This design comes from an exercise in tuning for small area, a short achievable clock period and few clock cycles per item on the open sky130 flow, not from production work.
RTL that was checked went through simulation tests only; none was proved equivalent to the original.
Power is estimated from default activity; no workload was simulated.

run a:
==> flow/design.v <==
module HP_FP_Pipelined_Adder (  
	input clk,
	input rst,
	input [15:0] in1,
	input [15:0] in2,
	input enable,
	output reg done,
	output [15:0] sum
);
	function automatic [13:0] skaddx14(input [13:0] a, input [13:0] b, input x);
		reg [13:0] g, p, G, P;
		integer i, l, j;
		begin
			g = a & b; p = a ^ b;
			G = g; P = p;
			for (l = 0; l < 4; l = l + 1)
				for (i = 0; i < 14; i = i + 1)
					if ((i >> l) & 1) begin
						j = ((i >> l) << l) - 1;
						G[i] = G[i] | (P[i] & G[j]);
						P[i] = P[i] & P[j];
					end
			skaddx14 = (p ^ {14{x}}) ^ {G[12:0], 1'b0};
		end
	endfunction
	reg busy;
	reg [18:0] R;
	wire [15:0] x1 = R[15:0];
	wire [15:0] x2 = in2;
	wire [4:0] e1 = x1[14:10];
	wire [4:0] e2 = x2[14:10];
	wire [10:0] ma1 = {|x1[14:0], x1[9:0]};
	wire [10:0] ma2 = {|x2[14:0], x2[9:0]};
	wire [5:0] d12 = {1'b0, e1} - {1'b0, e2};
	wire [4:0] d21 = e2 - e1;
	wire gt = d12[5];                  
	wire eq = (e1 == e2);
	wire [4:0] d = gt ? d21 : d12[4:0];
	wire swap = gt | (eq & (x2[9:0] > x1[9:0]));
	wire [10:0] mb = swap ? ma2 : ma1;
	wire [10:0] msr = swap ? ma1 : ma2;
	wire [4:0] eb = gt ? e2 : e1;
	wire [12:0] ms = {msr, 2'b00} >> d;
	wire sub = x1[15] ^ x2[15];
	wire [13:0] f = skaddx14({1'b0, mb, 2'b00} ^ {14{sub}}, {1'b0, ms}, sub);
	wire sb = swap ? x2[15] : x1[15];
	wire [4:0] er = R[17:13];
	wire [13:0] fr = {R[12:0], 1'b0};
	wire nz = |R[12:0];
	reg [13:0] lim;
	integer k;
	always @(*) for (k = 0; k < 14; k = k + 1) lim[k] = (er == 5'd12 - k);
	wire [13:0] mm = fr | lim;
	wire [15:0] m16 = {mm, 2'b11};
	wire [7:0] v1;
	wire [7:0] z1;
	wire [3:0] v2;
	wire [7:0] z2;
	wire [1:0] v3;
	wire [5:0] z3;
	genvar q;
	generate
		for (q = 0; q < 8; q = q + 1) begin : lz1
			assign v1[q] = m16[2*q+1] | m16[2*q];
			assign z1[q] = ~m16[2*q+1];
		end
		for (q = 0; q < 4; q = q + 1) begin : lz2
			assign v2[q] = v1[2*q+1] | v1[2*q];
			assign z2[2*q+1:2*q] = v1[2*q+1] ? {1'b0, z1[2*q+1]} : {1'b1, z1[2*q]};
		end
		for (q = 0; q < 2; q = q + 1) begin : lz3
			assign v3[q] = v2[2*q+1] | v2[2*q];
			assign z3[3*q+2:3*q] = v2[2*q+1] ? {1'b0, z2[4*q+3:4*q+2]} : {1'b1, z2[4*q+1:4*q]};
		end
	endgenerate
	wire [3:0] t = v3[1] ? {1'b0, z3[5:3]} : {1'b1, z3[2:0]};
	wire [13:0] n8 = t[3] ? {fr[5:0], 8'd0} : fr;
	wire [13:0] n4 = t[2] ? {n8[9:0], 4'd0} : n8;
	wire [13:0] n2 = t[1] ? {n4[11:0], 2'd0} : n4;
	wire [13:0] ns = t[0] ? {n2[12:0], 1'd0} : n2;
	wire [4:0] en = nz ? (er + 5'd1 - {1'b0, t}) : 5'd0;
	assign sum = {R[18] & nz, en, ns[12:3]};
	always @(posedge clk) begin
		if (busy) R <= {sb, eb, f[13:1]};
		else if (enable) R[15:0] <= in1;
	end
	always @(posedge clk) begin
		if (rst) begin
			busy <= 1'b0;
			done <= 1'b0;
		end else if (busy) begin
			busy <= 1'b0;
			done <= 1'b1;
		end else if (enable) begin
			busy <= 1'b1;
			done <= 1'b0;
		end
	end
endmodule
export LEC_CHECK = 0
export ABC_AREA = 1
export CAP_MARGIN = 20
export CORE_MARGIN = 2
export CORE_UTILIZATION = 40
export SETUP_SLACK_MARGIN = 1.5
export SLEW_MARGIN = 20
create_clock -name core_clock -period 6.0 [get_ports {clk}]
standard.sh (not shown) runs the stock make flow with config.mk's settings and CLKGATE_MAP_FILE= SYNTH_SCRIPT=/design/flow/synth_recipe.tcl, a recipe that flattens the netlist after the stock synthesis.
==> flow/flow/run.sh <==
#!/bin/bash
# Standard layout with two changes:
# - synthesis is the standard synthesis script, run without ORFS's
#   full/half-adder extraction (ADDER_MAP_FILE empty), so that ABC maps the
#   arithmetic together with the rest of the logic; registers are mapped and
#   named exactly as in the standard synthesis;
# - the port buffers use a small fast buffer instead of the default
#   delay-buffer cell.
set -euo pipefail
W=$PWD
export BUFFER_PORTS_ARGS="-buffer_cell sky130_fd_sc_hd__buf_1"
make -C "$FLOW_HOME" DESIGN_CONFIG=$W/config.mk WORK_HOME=$W/orfs CLKGATE_MAP_FILE= SYNTH_SCRIPT=$W/synth_recipe.tcl ADDER_MAP_FILE= synth > synth.log 2>&1
bash standard.sh > standard.log 2>&1
Inputs modified between run a and run b:
--- a/flow/design.v
+++ b/flow/design.v
@@ -18,12 +18,35 @@
 					if ((i >> l) & 1) begin
 						j = ((i >> l) << l) - 1;
 						G[i] = G[i] | (P[i] & G[j]);
 						P[i] = P[i] & P[j];
 					end
 			skaddx14 = (p ^ {14{x}}) ^ {G[12:0], 1'b0};
+		end
+	endfunction
+	function automatic [3:0] lz16(input [15:0] m);
+		reg [7:0] v1, z1;
+		reg [3:0] v2;
+		reg [7:0] z2;
+		reg [1:0] v3;
+		reg [5:0] z3;
+		integer q;
+		begin
+			for (q = 0; q < 8; q = q + 1) begin
+				v1[q] = m[2*q+1] | m[2*q];
+				z1[q] = ~m[2*q+1];
+			end
+			for (q = 0; q < 4; q = q + 1) begin
+				v2[q] = v1[2*q+1] | v1[2*q];
+				z2[2*q+1 -: 2] = v1[2*q+1] ? {1'b0, z1[2*q+1]} : {1'b1, z1[2*q]};
+			end
+			for (q = 0; q < 2; q = q + 1) begin
+				v3[q] = v2[2*q+1] | v2[2*q];
+				z3[3*q+2 -: 3] = v2[2*q+1] ? {1'b0, z2[4*q+3 -: 2]} : {1'b1, z2[4*q+1 -: 2]};
+			end
+			lz16 = v3[1] ? {1'b0, z3[5:3]} : {1'b1, z3[2:0]};
 		end
 	endfunction
 	reg busy;
 	reg [18:0] R;
 	wire [15:0] x1 = R[15:0];
 	wire [15:0] x2 = in2;
@@ -75,13 +98,15 @@
 	endgenerate
 	wire [3:0] t = v3[1] ? {1'b0, z3[5:3]} : {1'b1, z3[2:0]};
 	wire [13:0] n8 = t[3] ? {fr[5:0], 8'd0} : fr;
 	wire [13:0] n4 = t[2] ? {n8[9:0], 4'd0} : n8;
 	wire [13:0] n2 = t[1] ? {n4[11:0], 2'd0} : n4;
 	wire [13:0] ns = t[0] ? {n2[12:0], 1'd0} : n2;
-	wire [4:0] en = nz ? (er + 5'd1 - {1'b0, t}) : 5'd0;
+	wire [3:0] lzf = lz16({fr, 2'b11});
+	wire [5:0] ed = {1'b0, er} + 6'd1 - {2'b00, lzf};
+	wire [4:0] en = (nz & ~ed[5]) ? ed[4:0] : 5'd0;
 	assign sum = {R[18] & nz, en, ns[12:3]};
 	always @(posedge clk) begin
 		if (busy) R <= {sb, eb, f[13:1]};
 		else if (enable) R[15:0] <= in1;
 	end
 	always @(posedge clk) begin
==> run summary <==
- In terms of post-route minimum period, run b and run a differ only marginally.
- In the tables for run b and run a, post-route total power reads lower with run a.
- In the metrics for run b and run a, the one carrying the lower worst hold slack is run b.
- Sequential cell fraction of total power was lower in the run labelled run b.
- The higher number of buffers outside the clock class in the layout of run b and run a is in run b.
- The lower via count of the first global-routing pass of run b and run a is in run a.
- Looking at routed wire length, run b sits above run a.
No run of this note included a check of the RTL's function; only the layout flow was run.


Another version of the RTL of HP_FP_Pipelined_Adder (not shown whole).
Size in the first run: roughly 22 flip-flops, roughly 52 I/O pins, roughly 0.0049 mm2 of cells after synthesis.
==> module HP_FP_Pipelined_Adder, before the edit <==
module HP_FP_Pipelined_Adder (  
	input clk,
	input rst,
	input [15:0] in1,
	input [15:0] in2,
	input enable,
	output reg done,
	output [15:0] sum
);
	reg busy;
	reg [19:0] R;
	wire [15:0] x1 = R[15:0];
	wire [15:0] x2 = in2;
	wire [4:0] e1 = x1[14:10];
	wire [4:0] e2 = x2[14:10];
	wire [10:0] ma1 = {|x1[14:0], x1[9:0]};
	wire [10:0] ma2 = {|x2[14:0], x2[9:0]};
	wire [5:0] d12 = {1'b0, e1} - {1'b0, e2};
	wire [4:0] d21 = e2 - e1;
	wire gt = d12[5];                  
	wire eq = (e1 == e2);
	wire [4:0] d = gt ? d21 : d12[4:0];
	wire [10:0] mb = gt ? ma2 : ma1;
	wire [10:0] msr = gt ? ma1 : ma2;
	wire [4:0] eb = gt ? e2 : e1;
	wire [12:0] ms = {msr, 2'b00} >> d;
	wire sub = x1[15] ^ x2[15];
	wire [13:0] far = sub ? {1'b0, mb, 2'b00} - {1'b0, ms} : {1'b0, mb, 2'b00} + {1'b0, ms};
	wire [11:0] nd = {1'b0, ma2} - {1'b0, ma1};
	wire neg = eq & sub & ~nd[11];
	wire [13:0] f = neg ? {1'b0, nd[10:0], 2'b00} : far;
	wire sb = (gt | neg) ? x2[15] : x1[15];
	wire [4:0] er = R[18:14];
	wire [13:0] fr = R[13:0];
	wire nz = |fr;
	wire [13:0] lim = (er <= 5'd12) ? (14'd1 << (5'd12 - er)) : 14'd0;
	wire [13:0] mm = fr | lim;
	reg [3:0] t;
	integer i;
	always @(*) begin
		t = 4'd0;
		for (i = 0; i < 14; i = i + 1)
			if (mm[i]) t = 4'd13 - i[3:0];
	end
	wire [13:0] ns = fr << t;
	wire [4:0] en = nz ? (er + 5'd1 - {1'b0, t}) : 5'd0;
	assign sum = {R[19] & nz, en, ns[12:3]};
	always @(posedge clk) begin
		if (busy) R <= {sb, eb, f};
		else if (enable) R[15:0] <= in1;
	end
	always @(posedge clk) begin
		if (rst) begin
			busy <= 1'b0;
			done <= 1'b0;
		end else if (busy) begin
			busy <= 1'b0;
			done <= 1'b1;
		end else if (enable) begin
			busy <= 1'b1;
			done <= 1'b0;
		end
	end
endmodule
clock: 6.0 ns
lec_check: 0
abc_area: 1
cap_margin: 20
core_margin: 2
core_utilization: 40
slew_margin: 20
run.sh (not shown) runs the stock make flow with config.mk's settings and CLKGATE_MAP_FILE= SYNTH_SCRIPT=/design/flow/synth_recipe.tcl, a recipe that flattens the netlist after the stock synthesis.
Stock flow here: none of the scripts above is used.
Edit:
==> flow/design.v (replaced) <==
module HP_FP_Pipelined_Adder (  
	input clk,
	input rst,
	input [15:0] in1,
	input [15:0] in2,
	input enable,
	output reg done,
	output [15:0] sum
);
	reg busy;
	reg [19:0] R;
	wire [15:0] x1 = R[15:0];
	wire [15:0] x2 = in2;
	wire swap = x2[14:0] > x1[14:0];
	wire [15:0] xb = swap ? x2 : x1;
	wire [15:0] xs = swap ? x1 : x2;
	wire [4:0] d = xb[14:10] - xs[14:10];
	wire [12:0] mb = {|xb[14:0], xb[9:0], 2'b00};
	wire [12:0] ms = {|xs[14:0], xs[9:0], 2'b00} >> d;
	wire sub = xb[15] ^ xs[15];
	wire [13:0] f = sub ? {1'b0, mb} - {1'b0, ms} : {1'b0, mb} + {1'b0, ms};
	wire sb = R[19];
	wire [4:0] eb = R[18:14];
	wire [13:0] fr = R[13:0];
	wire nz = |fr;
	wire [13:0] lim = (eb <= 5'd12) ? (14'd1 << (5'd12 - eb)) : 14'd0;
	wire [13:0] mm = fr | lim;
	reg [3:0] t;
	integer i;
	always @(*) begin
		t = 4'd0;
		for (i = 0; i < 14; i = i + 1)
			if (mm[i]) t = 4'd13 - i[3:0];
	end
	wire [13:0] ns = fr << t;
	wire [4:0] en = nz ? (eb + 5'd1 - {1'b0, t}) : 5'd0;
	assign sum = {sb & nz, en, ns[12:3]};
	always @(posedge clk) begin
		if (busy) R <= {x2[15] & swap | x1[15] & ~swap, xb[14:10], f};
		else if (enable) R[15:0] <= in1;
	end
	always @(posedge clk) begin
		if (rst) begin
			busy <= 1'b0;
			done <= 1'b0;
		end else if (busy) begin
			busy <= 1'b0;
			done <= 1'b1;
		end else if (enable) begin
			busy <= 1'b1;
			done <= 1'b0;
		end
	end
endmodule
After rerunning: Maximum frequency is lower slightly; total power is higher by a few percent; cell count is lower slightly; worst setup slack is worse by 0.043 ns; synthesized area is lower by roughly a tenth; cell area is higher by a little under a tenth.
Testbench counts after the change, summed over its fixed seeds: cycles 6,400, items 3,200.
Function not checked in the first run of this note: the RTL went through the layout flow alone.

## separate check: timing with driven ports
No port has a modelled driver above. Below, the same layouts with a new extraction and two added sets of constraints.
Step 1 sets driving cells, clkbuf_16 on the clock port and buf_2 on the other inputs (assumed; they add their load-dependent delay and slew).
Step 2, shift: input delay + t, output delay - t, t = (earliest + latest rising clock arrival at the registers) / 2. This alone moves slack from input paths to output paths.
a / b / c = ideal / step 1 / step 2; a / b = the first two.
run | t (ns) | setup slack, ns | slew at the worst register clock pin (ns)
run a | 0.282 | 1.681 / 1.658 / 1.562 | 0.08 / 0.08
run b | 0.292 | 1.679 / 1.654 / 1.475 | 0.09 / 0.09
the first run of note 2 | 0.286 | 0.465 / 0.461 / 0.175 | 0.07 / 0.07
the second run of note 2 | 0.277 | 0.422 / 0.429 / 0.153 | 0.08 / 0.08
After both steps setup and hold are still met in every run listed. For the first run of note 2, which loses most, drivers alone change the setup slack by -0.004 ns; drivers and shift together by -0.290 ns.
